Source: an optimization exercise on an open RTL-to-GDS flow (aim: small area). Production flows keep margins and buffers that such runs may drop. At most, simulation tests tie the RTL to the original design; equivalence was not proved. No driver is modelled on the clock port, so clocking that relies on it looks cheaper here than on a real chip.

==> job 7021: inputs <==
==> flow/design.v <==
module musec(input clk, input rb, output buzzer, output [7:0] segs, output [3:0] bits);
	parameter init = 0;
	parameter play = 1;
	reg state;
	reg [32:0] beat_cnt;
	reg [16:0] tone_cnt;
	reg [16:0] tone_value;
	reg buzz;
	reg [16:0] cur;
	reg silence, short, stop;
	reg [7:0] s;
	reg [3:0] b;
	reg [32:0] ctr;
	reg [1:0] st;
	assign buzzer = buzz;
	assign segs = s;
	assign bits = b;
	always @(posedge clk) begin
		ctr = ctr + 1;
		st = ctr[18:17];
		if (st == 2'b00) begin
			s = 8'b00000011;
			b = 4'b0111;
		end
		else if (st == 2'b01) begin
			s = 8'b11100011;
			b = 4'b1011;
		end
		else if (st == 2'b10) begin
			s = 8'b01100001;
			b = 4'b1101;
		end
		else if (st == 2'b11) begin
			s = 8'b01000011;
			b = 4'b1110;
		end
	end
	always @(posedge clk or posedge rb) begin
	if(rb) begin
		state = init;
		buzz=1;
		cur = 0;
		stop = 0;
		end
	else
		case(state)
			init : begin
				silence = 0;
				short = 0;
				beat_cnt = 0;
				tone_cnt = 0;
				buzz = 0;
				state = play;
				if(cur == 0) begin 
					tone_value = 8450;  
				end
				if(cur == 1) begin 
					tone_value = 7595; 
					short = 1;  
				end
				if(cur == 2) begin 
					silence = 1;  
				end
				if(cur == 3) begin 
					tone_value = 7595; 
					short = 1; 
				end
				if(cur == 4) begin 
					tone_value = 8450; 
				end
				if(cur == 5) begin 
					tone_value = 7595; 
					short = 1;  
				end
				if(cur == 6) begin 
					silence = 1;  
				end
				if(cur == 7) begin 
					tone_value = 7595; 
					short = 1; 
				end
				if(cur == 8) begin 
					tone_value = 8450;  
				end
				if(cur == 9) begin 
					tone_value = 7160; 
					short = 1;  
				end
				if(cur == 10) begin 
					silence = 1;  
				end
				if(cur == 11) begin 
					tone_value = 7160; 
					short = 1; 
				end
				if(cur == 12) begin 
					tone_value = 8450;  
				end
				if(cur == 13) begin 
					tone_value = 7160; 
					short = 1;  
				end
				if(cur == 14) begin 
					silence = 1;  
				end
				if(cur == 15) begin 
					tone_value = 7160; 
					short = 1; 
				end
				if(cur == 16) begin 
					tone_value = 8450;  
				end
				if(cur == 17) begin 
					tone_value = 6375; 
					short = 1;  
				end
				if(cur == 18) begin 
					silence = 1;  
				end
				if(cur == 19) begin 
					tone_value = 6375; 
					short = 1; 
				end
				if(cur == 20) begin 
					tone_value = 8450;  
				end
				if(cur == 21) begin 
					tone_value = 6375; 
					short = 1;  
				end
				if(cur == 22) begin 
					silence = 1;  
				end
				if(cur == 23) begin 
					tone_value = 6375; 
					short = 1; 
				end
				if(cur == 24) begin 
					tone_value = 5680; 
					short = 1;  
				end
				if(cur == 25) begin 
					silence = 1;  
				end
				if(cur == 26) begin 
					tone_value = 6375; 
					short = 1;  
				end
				if(cur == 27) begin 
					silence = 1;  
				end
				if(cur == 28) begin 
					tone_value = 7160; 
					short = 1;  
				end
				if(cur == 29) begin 
					silence = 1;  
				end
				if(cur == 30) begin 
					tone_value = 7595; 
					short = 1;  
				end
				if(cur == 31) begin 
					silence = 1; 
					if (!stop) begin 
						cur = 0; 
						stop = 1; 
					end
				end
				if(cur == 32) begin 
					tone_value = 8450;  
				end
				if(cur > 32) begin
					silence = 1;
				end
			end
			play : begin
				if (silence) begin
					beat_cnt = beat_cnt + 1;
					if(beat_cnt == 100000) begin 
						state = init; 
						if (cur <= 32) cur = cur + 1; 
					end
					buzz = 1;
				end
				else if (short) begin
					beat_cnt = beat_cnt + 1;
					if(beat_cnt == 100000) begin 
						state = init; 
						cur = cur + 1; 
					end
					tone_cnt = tone_cnt + 1;
					if(tone_cnt == tone_value) begin
						buzz = ~buzz;
						tone_cnt = 0;
					end
				end
				else begin
					beat_cnt = beat_cnt + 1;
					if (beat_cnt == 400000) begin 
						state = init; 
						cur = cur + 1; 
					end
					tone_cnt = tone_cnt + 1;
					if (tone_cnt == tone_value) begin
						buzz = ~buzz;
						tone_cnt = 0;
					end
				end	
			end
			default : state = init;
		endcase
	end
endmodule
==> flow/run.sh <==
#!/bin/bash
# synth_recipe.tcl (not shown) runs the flow's synth.tcl, then flattens the netlist and writes it again
# the make line also repeats each setting of config.mk as NAME=value (left out here)
make -C /OpenROAD-flow-scripts/flow DESIGN_CONFIG=/design/flow/config.mk WORK_HOME=/design/flow/orfs CLKGATE_MAP_FILE= SYNTH_SCRIPT=/design/flow/synth_recipe.tcl finish
==> flow/config.mk <==
export PLATFORM = sky130hd
export DESIGN_NAME = musec
export DESIGN_NICKNAME = musec
export VERILOG_FILES = /design/flow/design.v
export SDC_FILE = /design/flow/constraint.sdc
export NUM_CORES = 4
export LEC_CHECK = 0
export CAP_MARGIN = 20
export CORE_MARGIN = 2
export CORE_UTILIZATION = 40
export SLEW_MARGIN = 20
==> flow/constraint.sdc <==
create_clock -name core_clock -period 10.0 [get_ports {clk}]
set_input_delay 2.0000 -clock core_clock [delete_from_list [all_inputs] [get_ports {clk}]]
set_output_delay 2.0000 -clock core_clock [all_outputs]
set_load 0.01 [all_outputs]
==> job 8526: changes against job 7021 <==
==> flow/design.v (replaced) <==
module musec(input clk, input rb, output buzzer, output [7:0] segs, output [3:0] bits);
	reg [16:0] dc;
	reg [1:0] lt;
	wire dz = dc[15:0] == 16'd0;
	wire dtick = dz & ~dc[16];
	always @(posedge clk) begin
		dc <= {dc[15:0], dc[16] ^ dc[13] ^ dz};
		lt <= lt ^ {lt[0] & dtick, dtick};
	end
	assign segs = {~lt[1] & lt[0], lt[1] | lt[0], lt[1] ^ lt[0], 3'b000, ~lt[1] | lt[0], 1'b1};
	assign bits = {lt[1] | lt[0], lt[1] | ~lt[0], ~lt[1] | lt[0], ~lt[1] | ~lt[0]};
	reg st;             
	reg buzz;
	reg [5:0] cur;
	reg stop;
	reg [13:0] tc;      
	reg [5:0] hc;       
	assign buzzer = buzz;
	wire c_lo = ~cur[5] & ~(cur[4] & cur[3]);          
	wire c_hi = ~cur[5] & cur[4] & cur[3];             
	wire c32 = cur[5] & ~cur[0];                       
	wire tlong = c32 | (c_lo & ~cur[1] & ~cur[0]);
	wire tone_lo = c_lo & cur[0];
	wire tone_hi = c_hi & ~cur[0];
	wire t1 = (tone_lo & ~cur[4] & ~cur[3]) | (tone_hi & cur[2] & cur[1]);
	wire t2 = (tone_lo & ~cur[4] & cur[3]) | (tone_hi & cur[2] & ~cur[1]);
	wire t3 = (tone_lo & cur[4] & ~cur[3]) | (tone_hi & ~cur[2] & cur[1]);
	wire t4 = tone_hi & ~cur[2] & ~cur[1];
	wire rest = ~(tlong | tone_lo | tone_hi);
	wire [13:0] ltv = ({14{tlong}} & 14'd7290) | ({14{t1}} & 14'd7088) | ({14{t2}} & 14'd14106) | ({14{t3}} & 14'd12583) | ({14{t4}} & 14'd6708) | ({14{rest}} & 14'd7088);
	wire [13:0] lrm = ({14{tlong}} & 14'd4520) | ({14{t1}} & 14'd3903) | ({14{t2}} & 14'd4997) | ({14{t3}} & 14'd10633) | ({14{t4}} & 14'd2510) | ({14{rest}} & 14'd3903);
	wire [5:0] lh = ({6{tlong}} & 6'd39) | ({6{t1}} & 6'd42) | ({6{t2}} & 6'd42) | ({6{t3}} & 6'd26) | ({6{t4}} & 6'd38) | ({6{rest}} & 6'd42);
	wire ev = tc == 14'd1;
	wire pre = hc == 6'd1;
	wire fin = hc == 6'd2;
	always @(posedge clk) begin
		if (st) begin
			tc <= ltv;
			hc <= lh;
		end else begin
			tc <= ev ? (pre ? lrm : ltv) : {tc[12:0], tc[13] ^ tc[12]};
			if (ev) hc <= {hc[4:0], hc[5] ^ hc[4]};
		end
	end
	always @(posedge clk or posedge rb) begin
		if (rb) begin
			st <= 1'b1;
			buzz <= 1'b1;
			cur <= 6'd0;
			stop <= 1'b0;
		end else if (st) begin
			st <= 1'b0;
			buzz <= 1'b0;
		end else begin
			if (rest) buzz <= 1'b1;
			else if (ev && !fin) buzz <= ~buzz;
			if (ev && fin) begin
				st <= 1'b1;
				if (~cur[5] & (&cur[4:0]) & ~stop) begin
					cur <= 6'd1;
					stop <= 1'b1;
				end else if (~(cur[5] & cur[0]))
					cur <= cur ^ {&cur[4:0], &cur[3:0], &cur[2:0], &cur[1:0], cur[0], 1'b1};
			end
		end
	end
endmodule
==> flow_summary_export.csv <==
group,metric,value,unit
timing,clock_skew,0.0101,ns
route,vias,1544,
route,met2WireLength,1.80,mm
yosys,synth_xor_area_share,1.17,%
grt,grt_most_used_layer,"met1",
route,via_per_inst,5.08,
run_status,status,"complete, no violations",
yosys,synth.largest_area_cell,"dfxtp_1",
grt,use_met2,20.8,%
placement,dpl.cell_count,296,
cells_and_area,clkbuf_count,6,
cells_and_area,nFillCells,538,
That was job 8526.
==> flow_summary_export.csv <==
group,metric,value,unit
timing,clock_skew,0.0141,ns
run_status,status,"complete, no violations",
grt,grt_most_used_layer,"met2",
worst_setup_path,cp_slowest_cell,"or4_4",
timing,rsz0062_at_grt,"no",
placement,dpl.cell_count,812,
cells_and_area,nFillCells,1439,
grt,use_met2,24.6,%
route,via_per_inst,5.51,
That was job 7021.

========
==> v10: inputs <==
musec, a different RTL version from the one above (not shown whole).
==> module musec, before the edit <==
module musec(input clk, input rb, output buzzer, output [7:0] segs, output [3:0] bits);
	reg [16:0] dc;
	reg [1:0] lt;
	wire dz = dc[15:0] == 16'd0;
	wire dtick = dz & ~dc[16];
	always @(posedge clk) begin
		dc <= {dc[15:0], dc[16] ^ dc[13] ^ dz};
		lt <= lt ^ {lt[0] & dtick, dtick};
	end
	assign segs = {~lt[1] & lt[0], lt[1] | lt[0], lt[1] ^ lt[0], 3'b000, ~lt[1] | lt[0], 1'b1};
	assign bits = {lt[1] | lt[0], lt[1] | ~lt[0], ~lt[1] | lt[0], ~lt[1] | ~lt[0]};
	reg st;             
	reg buzz;
	reg [5:0] cur;
	reg stop;
	reg [13:0] tc;      
	reg [4:0] hc;       
	assign buzzer = buzz;
	wire c_lo = ~cur[5] & ~(cur[4] & cur[3]);          
	wire c_hi = ~cur[5] & cur[4] & cur[3];             
	wire c32 = cur[5] & ~cur[0];                       
	wire tlong = c32 | (c_lo & ~cur[1] & ~cur[0]);
	wire tone_lo = c_lo & cur[0];
	wire tone_hi = c_hi & ~cur[0];
	wire t1 = (tone_lo & ~cur[4] & ~cur[3]) | (tone_hi & cur[2] & cur[1]);
	wire t2 = (tone_lo & ~cur[4] & cur[3]) | (tone_hi & cur[2] & ~cur[1]);
	wire t3 = (tone_lo & cur[4] & ~cur[3]) | (tone_hi & ~cur[2] & cur[1]);
	wire t4 = tone_hi & ~cur[2] & ~cur[1];
	wire rest = ~(tlong | tone_lo | tone_hi);
	wire [13:0] ltv = ({14{tlong}} & 14'd7290) | ({14{(t1 | rest)}} & 14'd7088) | ({14{t2}} & 14'd14106) | ({14{t3}} & 14'd12583) | ({14{t4}} & 14'd6708);
	wire [4:0] lh = ({5{tlong}} & 5'd12) | ({5{t1}} & 5'd26) | ({5{t2}} & 5'd26) | ({5{t3}} & 5'd29) | ({5{t4}} & 5'd14) | ({5{rest}} & 5'd3);
	wire ev = tc == 14'd1;
	wire fin = buzz & hc == 5'd1;
	wire done = fin & ((tlong & tc == 14'd740) | ((t1 | rest) & tc == 14'd15162) | (t2 & tc == 14'd2225) | (t3 & tc == 14'd7755) | (t4 & tc == 14'd2588));
	always @(posedge clk) begin
		if (st | ev) tc <= ltv;
		else tc <= {tc[12:0], tc[13] ^ tc[12]};
		if (st) hc <= lh;
		else if (ev & buzz) hc <= {hc[3:0], hc[4] ^ hc[2]};
	end
	always @(posedge clk or posedge rb) begin
		if (rb) begin
			st <= 1'b1;
			buzz <= 1'b1;
			cur <= 6'd0;
			stop <= 1'b0;
		end else if (st) begin
			st <= 1'b0;
			buzz <= 1'b0;
		end else begin
			if (rest) buzz <= 1'b1;
			else if (ev) buzz <= ~buzz;
			if (done) begin
				st <= 1'b1;
				if (~cur[5] & (&cur[4:0]) & ~stop) begin
					cur <= 6'd1;
					stop <= 1'b1;
				end else if (~(cur[5] & cur[0]))
					cur <= cur ^ {&cur[4:0], &cur[3:0], &cur[2:0], &cur[1:0], cur[0], 1'b1};
			end
		end
	end
endmodule
export LEC_CHECK = 0
export CAP_MARGIN = 20
export CORE_MARGIN = 2
export CORE_UTILIZATION = 40
export SLEW_MARGIN = 20
create_clock -name core_clock -period 10.0 [get_ports {clk}]
standard.sh (not shown) runs the stock make flow with config.mk's settings and CLKGATE_MAP_FILE= SYNTH_SCRIPT=/design/flow/synth_recipe.tcl, a recipe that flattens the netlist after the stock synthesis.
==> flow/flow/run.sh <==
#!/bin/bash
# Standard synthesis, then an area-oriented re-mapping of its combinational logic
# (flip-flops untouched: same instances, names and cell types), then the standard flow's own
# standard layout steps from floorplan to finish.
set -euo pipefail
cd "$(dirname "$0")/.."
W=$PWD
R=$W/orfs/results/$FLOW_PLATFORM/musec/base
LIB=$FLOW_HOME/platforms/$FLOW_PLATFORM/lib/sky130_fd_sc_hd__tt_025C_1v80.lib

bash standard.sh synth > $W/1_standard_synth.log 2>&1

cp $R/1_2_yosys.v $W/1_2_yosys_standard.v
bash $W/flow/resyn.sh $W/1_2_yosys_standard.v $W/1_2_yosys_resyn.v $LIB > $W/2_resyn.log 2>&1
# keep the standard synthesis's registers: same instance names and cell types
grep -oE 'sky130_fd_sc_hd__(df|edf|sdf)[a-z]+_[0-9]+ +[^ ]+' $W/1_2_yosys_standard.v | awk '{sub(/_[0-9]+$/,"",$1); print $1, $2}' | sort > $W/regs_standard.txt
grep -oE 'sky130_fd_sc_hd__(df|edf|sdf)[a-z]+_[0-9]+ +[^ ]+' $W/1_2_yosys_resyn.v | awk '{sub(/_[0-9]+$/,"",$1); print $1, $2}' | sort > $W/regs_resyn.txt
if cmp -s $W/regs_standard.txt $W/regs_resyn.txt; then
  cp $W/1_2_yosys_resyn.v $R/1_2_yosys.v
  rm -f $R/1_synth.odb $R/1_synth.sdc
else
  echo "resyn changed the registers; keeping the standard netlist" >> $W/2_resyn.log
fi

bash standard.sh > $W/3_layout.log 2>&1
==> flow/flow/resyn.sh <==
#!/bin/bash
# usage: resyn.sh in.v out.v liberty
# Re-maps the combinational logic of a mapped sky130hd netlist for area with ABC;
# flip-flop cells stay as they are (same instances, names and cell types).
set -euo pipefail
IN=$1; OUT=$2; LIB=$3
SCR="+strash;dc2;dch,-f;amap"
DU="-dont_use *probe* -dont_use *lpflow* -dont_use *clkbuf* -dont_use *dly* -dont_use *clkinv* -dont_use *_ha_* -dont_use *_fa_* -dont_use *_fah* -dont_use *conb* -dont_use *_df* -dont_use *_edf* -dont_use *_sdf* -dont_use *_dl* -dont_use *_sdl* -dont_use *ebuf* -dont_use *einv*"
yosys -p "
read_liberty -ignore_miss_func $LIB;
setattr -mod -unset blackbox;
setattr -mod -set blackbox 1 sky130_fd_sc_hd__df* sky130_fd_sc_hd__edf* sky130_fd_sc_hd__sdf* sky130_fd_sc_hd__conb_1;
read_verilog $IN;
hierarchy -top musec;
flatten;
opt -purge;
abc -liberty $LIB $DU -script $SCR;
opt_clean -purge;
hilomap -singleton -hicell sky130_fd_sc_hd__conb_1 HI -locell sky130_fd_sc_hd__conb_1 LO;
splitnets;
insbuf -buf sky130_fd_sc_hd__buf_4 A X;
opt_clean -purge;
stat -liberty $LIB;
write_verilog -noattr -nohex -nodec $OUT
"
==> v30 (differences from v10) <==
==> flow/design.v, changed modules only <==
module musec(input clk, input rb, output buzzer, output [7:0] segs, output [3:0] bits);
	reg [16:0] dc;
	reg [1:0] lt;
	wire dz = dc[15:0] == 16'd0;
	wire dtick = dz & ~dc[16];
	always @(posedge clk) begin
		dc <= {dc[15:0], dc[16] ^ dc[13] ^ dz};
		lt <= lt ^ {lt[0] & dtick, dtick};
	end
	assign segs = {~lt[1] & lt[0], lt[1] | lt[0], lt[1] ^ lt[0], 3'b000, ~lt[1] | lt[0], 1'b1};
	assign bits = {lt[1] | lt[0], lt[1] | ~lt[0], ~lt[1] | lt[0], ~lt[1] | ~lt[0]};
	reg st;             
	reg buzz;
	reg [5:0] cur;
	reg stop;
	reg [13:0] tc;      
	reg [4:0] hc;       
	assign buzzer = buzz;
	wire c_lo = ~cur[5] & ~(cur[4] & cur[3]);          
	wire c_hi = ~cur[5] & cur[4] & cur[3];             
	wire c32 = cur[5] & ~cur[0];                       
	wire tlong = c32 | (c_lo & ~cur[1] & ~cur[0]);
	wire tone_lo = c_lo & cur[0];
	wire tone_hi = c_hi & ~cur[0];
	wire t1 = (tone_lo & ~cur[4] & ~cur[3]) | (tone_hi & cur[2] & cur[1]);
	wire t2 = (tone_lo & ~cur[4] & cur[3]) | (tone_hi & cur[2] & ~cur[1]);
	wire t3 = (tone_lo & cur[4] & ~cur[3]) | (tone_hi & ~cur[2] & cur[1]);
	wire t4 = tone_hi & ~cur[2] & ~cur[1];
	wire rest = ~(tlong | tone_lo | tone_hi);
	wire [13:0] ltv = ({14{tlong}} & 14'd9318) | ({14{(t1 | rest)}} & 14'd887) | ({14{t2}} & 14'd12669) | ({14{t3}} & 14'd9237) | ({14{t4}} & 14'd2874);
	wire [4:0] lh = ({5{tlong}} & 5'd12) | ({5{t1}} & 5'd26) | ({5{t2}} & 5'd26) | ({5{t3}} & 5'd29) | ({5{t4}} & 5'd14) | ({5{rest}} & 5'd3);
	wire ev = tc == 14'd10676;
	wire fin = buzz & hc == 5'd1;
	wire done = fin & ((tlong & tc == 14'd3799) | ((t1 | rest) & tc == 14'd13078) | (t2 & tc == 14'd14665) | (t3 & tc == 14'd2519) | (t4 & tc == 14'd16055));
	always @(posedge clk) begin
		if (st | ev) tc <= ltv;
		else tc <= {tc[12:0], tc[13] ^ tc[12]};
		if (st) hc <= lh;
		else if (ev & buzz) hc <= {hc[3:0], hc[4] ^ hc[2]};
	end
	always @(posedge clk or posedge rb) begin
		if (rb) begin
			st <= 1'b1;
			buzz <= 1'b1;
			cur <= 6'd0;
			stop <= 1'b0;
		end else if (st) begin
			st <= 1'b0;
			buzz <= 1'b0;
		end else begin
			if (rest) buzz <= 1'b1;
			else if (ev) buzz <= ~buzz;
			if (done) begin
				st <= 1'b1;
				if (~cur[5] & (&cur[4:0]) & ~stop) begin
					cur <= 6'd1;
					stop <= 1'b1;
				end else if (~(cur[5] & cur[0]))
					cur <= cur ^ {&cur[4:0], &cur[3:0], &cur[2:0], &cur[1:0], cur[0], 1'b1};
			end
		end
	end
endmodule
--- a/flow/flow/run.sh
+++ b/flow/flow/run.sh
@@ -24,2 +24,20 @@
 
-bash standard.sh > $W/3_layout.log 2>&1
+# CTS: a single clock buffer between the clock port and all flip-flops, in place of
+# TritonCTS's tree (the design has under 50 flip-flops). The rest of ORFS's cts step
+# (placement legalisation, timing repair) is unchanged.
+CLKBUF=$(grep -v '^#' $W/flow/clkbuf.txt | head -1)
+rm -rf $W/scripts
+cp -r $FLOW_HOME/scripts $W/scripts
+python3 - $W/scripts/cts.tcl "$CLKBUF" <<'PY'
+import sys
+p, buf = sys.argv[1], sys.argv[2]
+s = open(p).read()
+old = 'log_cmd clock_tree_synthesis {*}$cts_args'
+assert old in s
+s = s.replace(old, f"""log_cmd insert_buffer -buffer_cell {buf} -net [get_full_name [get_nets -of_objects [get_ports clk]]] -buffer_name clkbuf_root -net_name clk_root
+set_propagated_clock [all_clocks]""")
+open(p, 'w').write(s)
+PY
+# extra make settings for the layout steps, one per line
+mapfile -t KNOBS < <(grep -v '^#' $W/flow/knobs.txt | grep .)
+bash standard.sh "${KNOBS[@]}" SCRIPTS_DIR=$W/scripts finish > $W/3_layout.log 2>&1
==> flow/flow/clkbuf.txt (new file) <==
sky130_fd_sc_hd__clkbuf_16
==> flow/flow/knobs.txt (new file) <==
# port buffers: the smallest buffer
BUFFER_PORTS_ARGS=-buffer_cell sky130_fd_sc_hd__buf_1
# one level of clock buffers, no dummy loads
==> results.json <==
{
  "gp_congestion": 0.917,
  "error_line": "[ERROR STA-0100] unsupported object type Port.",
  "ys_warn_count": 1,
  "dp.cells": 257,
  "status": "stopped before the end",
  "netlist_area_um2": 1830,
  "fp.dieH_um": 71.6,
  "dp_hpwl_um": 2590,
  "start_util_pct": 41.6,
  "haltStage": "4_1_cts",
  "dp_slack_ns": 7.13,
  "synth.avg_cell_area_um2": 9.17,
  "die_w_um": 71.6,
  "synthCells": 199
}
(the above is from v30)
==> results.json <==
{
  "synthCells": 215,
  "ys_warn_count": 1,
  "gp_congestion": 0.930,
  "fp.dieH_um": 73.1,
  "synth.avg_cell_area_um2": 8.88,
  "die_w_um": 73.1,
  "status": "timing/DRC/antenna clean",
  "dp_hpwl_um": 2820,
  "dp.cells": 275,
  "power_density_nw_per_um2": 146,
  "r2r_end": "cur[0]",
  "netlist_area_um2": 1910,
  "postCtsSetupRepairBufs": 0,
  "worst-path-buf-inv": 3,
  "ir_drop_mv": 0.0768,
  "start_util_pct": 41.0,
  "dp_slack_ns": 6.81,
  "max_slew_margin_pct": 54.3
}
(the above is from v10)
For v10, only the layout was checked, not whether the RTL still works.

[port drivers added, routing unchanged]
How much do the figures lean on ideal ports? The routed layouts below were timed once more, with nothing changed but the port constraints. Step 1, drivers: a clkbuf_16 drives clk and a buf_2 each remaining input, both assumed. Step 2 also shifts input and output timing later by t, the mid clock arrival at the registers, as if the neighbouring blocks saw the same clock. Three values: no drivers, after step 1, after step 2; two values: the first two.
run	shift t [ns]	slack for setup (ns)	worst setup path after step 2	clock arrival spread, ns	pins driven straight from the clock port
job 7021	0.396	6.295 / 6.295 / 6.186	input to register	0.014 / 0.015	1
job 8526	0.329	6.407 / 6.379 / 6.708	register to output	0.010 / 0.010	1
v10	0.334	6.477 / 6.450 / 6.784	register to output	0.006 / 0.006	1
After both steps setup and hold are still met in every run listed. For job 7021, which loses most, drivers alone change the setup slack by 0.000 ns; drivers and shift together by -0.109 ns.
